Background: an optimization exercise with open tools, aiming at small area, a short achievable clock period and few clock cycles per item. Do not read the settings as production practice. RTL that was checked went through simulation tests only; none was proved equivalent to the original.

== build 59 ==
// fpu_arith
module fpu_arith
  (
   clk,
   rst,
   opa_i,
   opb_i,
   fpu_op_i,
   rmode_i,
   output_o,
   start_i,
   ready_o,
   ine_o,
   overflow_o,
   underflow_o,
   div_zero_o,
   inf_o,
   zero_o,
   qnan_o,
   snan_o
   );
   input  clk;
   input  rst;
   input [31:0] opa_i;
   input [31:0] opb_i;
   input [2:0] 	fpu_op_i;
   input [1:0] 	rmode_i;
   input 	start_i;
   output reg 	ready_o;
   output reg [31:0] output_o;
   output reg 	     ine_o;
   output reg 	     overflow_o;
   output reg 	     underflow_o;
   output reg 	     div_zero_o;
   output reg 	     inf_o;
   output reg 	     zero_o;
   output reg 	     qnan_o;
   output reg 	     snan_o;
   localparam [30:0] QNAN = 31'b11111111_10000000000000000000000;
   localparam [30:0] SNAN = 31'b11111111_00000000000000000000001;
   reg 		     busy;
   reg [3:0] 	     cnt;
   wire 	     op_as = fpu_op_i[2:1] == 2'b00;
   wire 	     op_mul = fpu_op_i == 3'd2;
   wire 	     op_div = fpu_op_i == 3'd3;
   wire 	     op_cv = fpu_op_i[2];
   reg 		     mul_fast;
   wire 	     last = busy & (op_as ? cnt == 4'd0 :
				    op_mul ? (cnt == 4'd1 | mul_fast) : cnt == 4'd7);
   always @(posedge clk or posedge rst)
  ...
clock: 9.0 ns
lec_check: 0
abc_area: 1
cap_margin: 20
core_margin: 2
core_utilization: 35
gpl_timing_driven: 0
slew_margin: 20
run.sh (not shown) runs the stock make flow with config.mk's settings and CLKGATE_MAP_FILE= SYNTH_SCRIPT=/design/flow/synth_recipe.tcl, a recipe that flattens the netlist after the stock synthesis.
Build 59 finished all stages; layout check result: FAIL, due to negative setup slack.
Testbench counts of build 59, summed over its fixed seeds: cycles 40,382, ops 16,000.
Edits applied to the flow inputs when going from build 59 to build 84:
Settings: SETUP_SLACK_MARGIN newly set to 0.5; GPL_TIMING_DRIVEN removed (was 0).
Notes after the runs:
Build 84 closes out successfully: all stages finished, all timing, DRC and antenna checks passed.
Build 59 → build 84: final worst hold slack now sits lower, final wirelength now sits lower.
Cmp build 59 and build 84 / layout overhead on the synthesized area / higher: build 84
Taking build 59 as the reference point, the worst setup slack of build 84 rises by 570 ps.
Summary — DRC marker count from the first detailed-route iteration, build 84 relative to build 59: lower, by 5.2%.
Compared with build 59, number of ordinary and repair buffers in the finished layout in build 84 increased by more than a quarter.
Modified inputs, build 11 compared to build 84
Settings: CORE_UTILIZATION changed from 35 to 50; SETUP_SLACK_MARGIN removed (was 0.5).
==> comparison <==
Build 11: PASS, flow complete, no timing, DRC or antenna violations. Having completed the whole flow, build 84 delivered a layout that passed the timing, DRC and antenna checks. Diff build 84 -> build 11: worst hold slack now smaller, core outline area now smaller, wire length now smaller. Looking only at critical path arrival, and setting everything else aside, the lower value of build 84 and build 11 goes to build 11.
Relative to build 11, the following input files were edited for build 98:
Settings: changing CORE_UTILIZATION from 50 to 35.
- On worst setup slack after layout: between build 98 and build 11, it ends up lower for build 11.
- Density: build 98 sparser than build 11
- Amount of wire on met2 after detailed routing: build 98 higher than build 11
- Compared with build 11, in build 98 via count of the first global-routing pass neither gained nor lost much, ratio of cells with drive above 1 in the final layout went up by 0.27 points, number of DRC violations after detailed-routing iteration 0 went down 14%, non-clock buffer count went up 77, wire length now larger.
- The number of gates on the worst path with buffers counted of build 98 is lower than that of build 11.
- Final area is lower on build 11
Edits applied to the flow inputs when going from build 98 to build 77:
Settings: SETUP_SLACK_MARGIN: unset -> 1.0.
Results
- Time the worst path needs with I/O delays and setup for build 77: 320 ps down relative to build 98
- Transition at the pin with the smallest max-transition slack delta for build 77 relative to build 98: 18 ps lower
- Going from build 98 to build 77, finished layout cell area climbed about 9%; final number of setup-violating endpoints barely changed; setup slack climbed 320 ps.
- Total cell area at the placement stage in build 77 vs build 98: up 1.2%
- Going from build 98 to build 77, wire length rose 13,000 um, critical path arrival rose 2040 ps.
- Maximum clock rate delta for build 77 relative to build 98: 3.9% higher

---

Another version of the RTL of fpu_arith (not shown whole).
Size in the first run: roughly 9900 cells after synthesis, about 410 flip-flops, roughly 110 I/O pins, about 70000 um^2 of cells after synthesis.
clock: 9.0 ns
lec_check: 0
cap_margin: 20
core_margin: 2
core_utilization: 35
gpl_timing_driven: 0
slew_margin: 20
The baseline reached the layout checks and failed them: setup timing.
==> next run, changes <==
Settings changed: GPL_TIMING_DRIVEN 0 to unset.
The new run finished but fails on setup timing.
Hold slack loses 0.0040 ns.
Final area rose by about 1.9%.
Global-route usage fell by 2.1 points.
Setup slack gains 0.96 ns.
Function was not checked in any run of this note: the RTL went through the layout flow alone.

---

== wip/violet ==
Another version of the RTL of fpu_arith (not shown whole).
Size in the first run: roughly 410 flip-flops, about 110 I/O pins, roughly 69000 um2 of cells after synthesis.
==> flow/config.mk <==
export PLATFORM = sky130hd
export DESIGN_NAME = fpu_arith
export DESIGN_NICKNAME = fpu_arith
export VERILOG_FILES = /design/flow/design.v
export SDC_FILE = /design/flow/constraint.sdc
export NUM_CORES = 4
export LEC_CHECK = 0
export CAP_MARGIN = 20
export CORE_MARGIN = 2
export CORE_UTILIZATION = 35
export SETUP_SLACK_MARGIN = 0.3
export SLEW_MARGIN = 20
==> flow/constraint.sdc <==
create_clock -name core_clock -period 9.0 [get_ports {clk}]
set_input_delay 1.8000 -clock core_clock [delete_from_list [all_inputs] [get_ports {clk}]]
set_output_delay 1.8000 -clock core_clock [all_outputs]
set_load 0.01 [all_outputs]
Testbench counts of wip/violet, summed over its fixed seeds: cycles 40,382, ops 16,000.
For wip/lagoon, these inputs were changed with respect to wip/violet:
- setting ABC_AREA to 1 for the first time
- removing SETUP_SLACK_MARGIN (formerly 0.3)
Notes after the runs:
- Between wip/lagoon and wip/violet, the number of max-slew violations in the final report figures differ only marginally.
- wip/lagoon vs wip/violet: post-synthesis adder-cell area fraction up
- Relative to wip/violet, sequential share of layout area has increased by 0.48 points in wip/lagoon.
- On largest stage delay on the critical path, the higher figure sits with wip/lagoon, not wip/violet.
diff inputs: wip/lagoon => wip/xenon
- ABC_AREA: 1 -> unset
Notes after the runs:
wip/xenon: share of the yosys chip area belonging to registers is 0.28 points lower than what wip/lagoon reported.
Against wip/lagoon, final cell area excluding filler cells in wip/xenon came out worse.
Going from wip/lagoon to wip/xenon, reported max-cap violation count neither gained nor lost much, core occupancy in the finished layout increased by 0.65 points relative to the old numbers, width of the chip increased about 1.2%.

==> afterwards: timing with drivers on the ports <==
The results above use ideal ports. As a check the final layouts listed here were re-extracted and re-timed, cells and wires unchanged. Step 1 (the two cells are an assumption about what drives the block):
set clk [get_ports {clk}]
set_driving_cell -lib_cell sky130_fd_sc_hd__clkbuf_16 $clk
set_driving_cell -lib_cell sky130_fd_sc_hd__buf_2 [delete_from_list [all_inputs] $clk]
Step 2 times the ports against the registers' clock, not the clock port: input delays grow and output delays shrink by t, the midpoint of the rising clock arrivals with the driver on. Slacks: no drivers / after step 1 / after step 2; pairs: no drivers / after step 1.
| run | t, ns | setup slack, ns | worst slew at a driven data input, ns | cell pins on the clock port's net |
|---|---|---|---|---|
| build 59 | 0.792 | -0.090 / -0.066 / -0.859 | 0.17 | 1 |
| build 84 | 0.743 | 0.476 / 0.468 / -0.215 | 0.18 | 1 |
| build 11 | 0.735 | 0.271 / 0.173 / -0.322 | 0.11 | 1 |
| build 98 | 0.770 | 0.319 / 0.230 / -0.312 | 0.16 | 1 |
| build 77 | 0.742 | 0.641 / 0.653 / -0.048 | 0.11 | 1 |
| the first run of note 2 | 0.780 | -1.078 / -1.078 / -1.078 | 0.21 | 1 |
| the second run of note 2 | 0.784 | -0.122 / -0.122 / -0.412 | 0.29 | 1 |
| wip/violet | 0.764 | 0.497 / 0.414 / -0.172 | 0.11 | 1 |
| wip/lagoon | 0.771 | 0.359 / 0.382 / -0.389 | 0.13 | 1 |
| wip/xenon | 0.754 | 0.252 / 0.182 / -0.477 | 0.09 | 1 |
With both steps, setup timing fails in 7 of these runs, where it was met with ideal ports. The setup slack of build 59, which loses most, moves by +0.024 ns with the drivers and by -0.769 ns with both steps.
